This is an optimization exercise on Yosys and OpenROAD, whose aim is small area, not a production implementation.
In this exercise RTL edits were held to simulation tests only and were not proved equivalent to the original.

==> flow/design.v (excerpt) <==
module cmd_int(
input    wire        i_clk,
input    wire        i_rst,
input    wire        i_data_valid,
input    wire [7:0]  i_data,
output   reg         o_buff_en,
output   wire        o_data_valid,
output   wire [7:0]  o_data,
output   reg         o_srst,
output   reg         o_pgrm_icap,
output   wire [26:0] o_ddr_strt_addr,
output   wire [19:0] o_trans_len,
output   reg         o_load,
input    wire  [19:0]i_icap_clk_cnt,
input    wire  [19:0]i_total_clk_cnt,
input    wire        i_uart_tx_buffer_full,
input    wire        i_dma_done,
output   reg         o_pr_reset
);
Size in the first run: roughly 950 cells after synthesis, roughly 110 I/O pins.
Settings: LEC_CHECK=0, CAP_MARGIN=20, CORE_MARGIN=2, CORE_UTILIZATION=60, PLACE_DENSITY=0.7, SLEW_MARGIN=20; clock period 5.0 ns.
standard.sh (not shown) runs the stock make flow with config.mk's settings and CLKGATE_MAP_FILE= SYNTH_SCRIPT=/design/flow/synth_recipe.tcl, a recipe that flattens the netlist after the stock synthesis.
==> flow/flow/run.sh <==
#!/bin/bash
# Own layout flow: the standard ORFS flow (standard.sh, unchanged synthesis),
# with two layout settings that ORFS reads from the environment:
#  - the port buffers that buffer_ports inserts use the smallest buffer cell
#    (every input and output port still gets its own buffer);
#  - clock tree synthesis without dummy loads, with the clustering given below.
set -euo pipefail
export BUFFER_PORTS_ARGS="-buffer_cell sky130_fd_sc_hd__buf_1"
export CTS_ARGS="-sink_clustering_enable -repair_clock_nets -dont_use_dummy_load -buf_list sky130_fd_sc_hd__clkbuf_8 -sink_clustering_size 14 -sink_clustering_max_diameter 40"
bash standard.sh finish > flow_standard.log 2>&1
Next try:
--- a/flow/design.v
+++ b/flow/design.v
@@ -101,26 +101,28 @@
 reg  [3:0]  state;
 reg  [4:0]  len_cnt;
 reg         tx_valid;
 reg         tx_bit;
 reg  [1:0]  buff_wr_addr;
 reg  [3:0]  sel;                     
+reg         cur_sel;                 
 reg  [7:0]  cnt0, cnt1, cnt2, cnt3;  
 reg  [23:0] addr_reg;                
 reg  [19:0] len_reg;                 
 reg  [43:0] mem0, mem1, mem2, mem3;  
 wire m_cmod   = (ac == AC_CMOD);
 wire st_cmod  = (state == CMOD);
 wire st_start = (state == START);
 wire buff_wr_en = (state == DMOD) & (ac == AC_PEND);
 wire [7:0] cnt_sel = ({8{sel[0]}} & cnt0) | ({8{sel[1]}} & cnt1) | ({8{sel[2]}} & cnt2) | ({8{sel[3]}} & cnt3);
 wire [7:0] tx_data = st_cmod ? {cnt_sel[7:4] + 4'd3, cnt_sel[3:0]} : {7'b0011000, tx_bit};
 assign o_data_valid = (state == DMOD) ? 1'b0 : i_data_valid | tx_valid;
 assign o_data       = tx_valid ? tx_data : i_data;
-wire [43:0] rd_data = ({44{sel[0]}} & mem0) | ({44{sel[1]}} & mem1) | ({44{sel[2]}} & mem2) | ({44{sel[3]}} & mem3);
-wire [43:0] out_data = st_start ? rd_data : {addr_reg, len_reg};
+wire [3:0]  rd_sel  = sel & {4{~cur_sel}};
+wire [43:0] rd_data = ({44{rd_sel[0]}} & mem0) | ({44{rd_sel[1]}} & mem1) | ({44{rd_sel[2]}} & mem2) | ({44{rd_sel[3]}} & mem3);
+wire [43:0] out_data = rd_data | ({44{cur_sel}} & {addr_reg, len_reg});
 assign o_ddr_strt_addr = {3'b000, out_data[43:20]};
 assign o_trans_len     = out_data[19:0];
 wire [3:0] digit = (i_data < 8'd58) ? i_data[3:0] : i_data[3:0] + 4'd9;
 wire [19:0] icap_rev  = {i_icap_clk_cnt[0], i_icap_clk_cnt[1], i_icap_clk_cnt[2], i_icap_clk_cnt[3], i_icap_clk_cnt[4], i_icap_clk_cnt[5], i_icap_clk_cnt[6], i_icap_clk_cnt[7], i_icap_clk_cnt[8], i_icap_clk_cnt[9], i_icap_clk_cnt[10], i_icap_clk_cnt[11], i_icap_clk_cnt[12], i_icap_clk_cnt[13], i_icap_clk_cnt[14], i_icap_clk_cnt[15], i_icap_clk_cnt[16], i_icap_clk_cnt[17], i_icap_clk_cnt[18], i_icap_clk_cnt[19]};
 wire [19:0] total_rev = {i_total_clk_cnt[0], i_total_clk_cnt[1], i_total_clk_cnt[2], i_total_clk_cnt[3], i_total_clk_cnt[4], i_total_clk_cnt[5], i_total_clk_cnt[6], i_total_clk_cnt[7], i_total_clk_cnt[8], i_total_clk_cnt[9], i_total_clk_cnt[10], i_total_clk_cnt[11], i_total_clk_cnt[12], i_total_clk_cnt[13], i_total_clk_cnt[14], i_total_clk_cnt[15], i_total_clk_cnt[16], i_total_clk_cnt[17], i_total_clk_cnt[18], i_total_clk_cnt[19]};
 wire       rst_bit = (state == RST1) ? icap_rev[len_cnt] : total_rev[len_cnt];
@@ -131,15 +133,18 @@
         ac <= AC_PEND;
     else if (ac == AC_PEND)
         ac <= AC_ROOT;
     else if (i_data_valid)
         ac <= ac_next(ac, i_data);
 end
-always @(posedge i_clk)
+always @(posedge i_clk) begin
+    cur_sel <= i_rst | ~((state == CINT) & i_data_valid);
     sel <= {4{((state == CINT) | (state == NCON)) & i_data_valid}} &
            {i_data[1:0] == 2'd3, i_data[1:0] == 2'd2, i_data[1:0] == 2'd1, i_data[1:0] == 2'd0};
+    tx_bit  <= rst_bit;    
+end
 always @(posedge i_clk) begin
     if (~i_rst & (state == SADR) & i_data_valid) begin
         case (len_cnt[2:0])
             3'd0: addr_reg[23:20] <= digit;
             3'd1: addr_reg[19:16] <= digit;
             3'd2: addr_reg[15:12] <= digit;
@@ -236,13 +241,12 @@
             PICP: begin
                 o_pgrm_icap <= 1'b0;
                 if (i_dma_done) state <= CMOD;
             end
             RST1, RST2: begin
                 if (~i_uart_tx_buffer_full & (len_cnt != 5'd20)) begin
-                    tx_bit   <= rst_bit;
                     len_cnt  <= len_cnt + 5'd1;
                     tx_valid <= 1'b1;
                 end else
                     tx_valid <= 1'b0;
                 if (len_cnt == 5'd20) state <= CMOD;
             end
Effect:
- The changed run ran to the end with no violations
- global-route usage went down by 0.29 points
- cell count went up by 0.54%
- maximum frequency went up by 9.7%
- sequential share of layout area barely changes
- routed wire length went down by 1.2%
- design area barely changes

what the ideal ports hide:
In the flow no input, the clock included, has a driving cell. The finished layouts below were timed again as built, in two steps. Step 1: set_driving_cell puts a clkbuf_16 on i_clk and a buf_2 on each other input, an assumption about the parent block. Step 2, shift: input delay + t, output delay - t, t = (earliest + latest rising clock arrival at the registers) / 2. This alone moves slack from input paths to output paths. Three values: ideal, step 1, step 2; two values: the first two.
run	t (ns)	slack for setup (ns)	worst hold slack (ns)	cell pins on the clock port's net
the first run	0.576	0.985 / 0.948 / 1.335	0.496 / 0.496 / 0.496	1
the second run	0.537	1.339 / 1.298 / 1.400	0.469 / 0.469 / 0.469	1
After both steps every run listed still meets setup and hold.
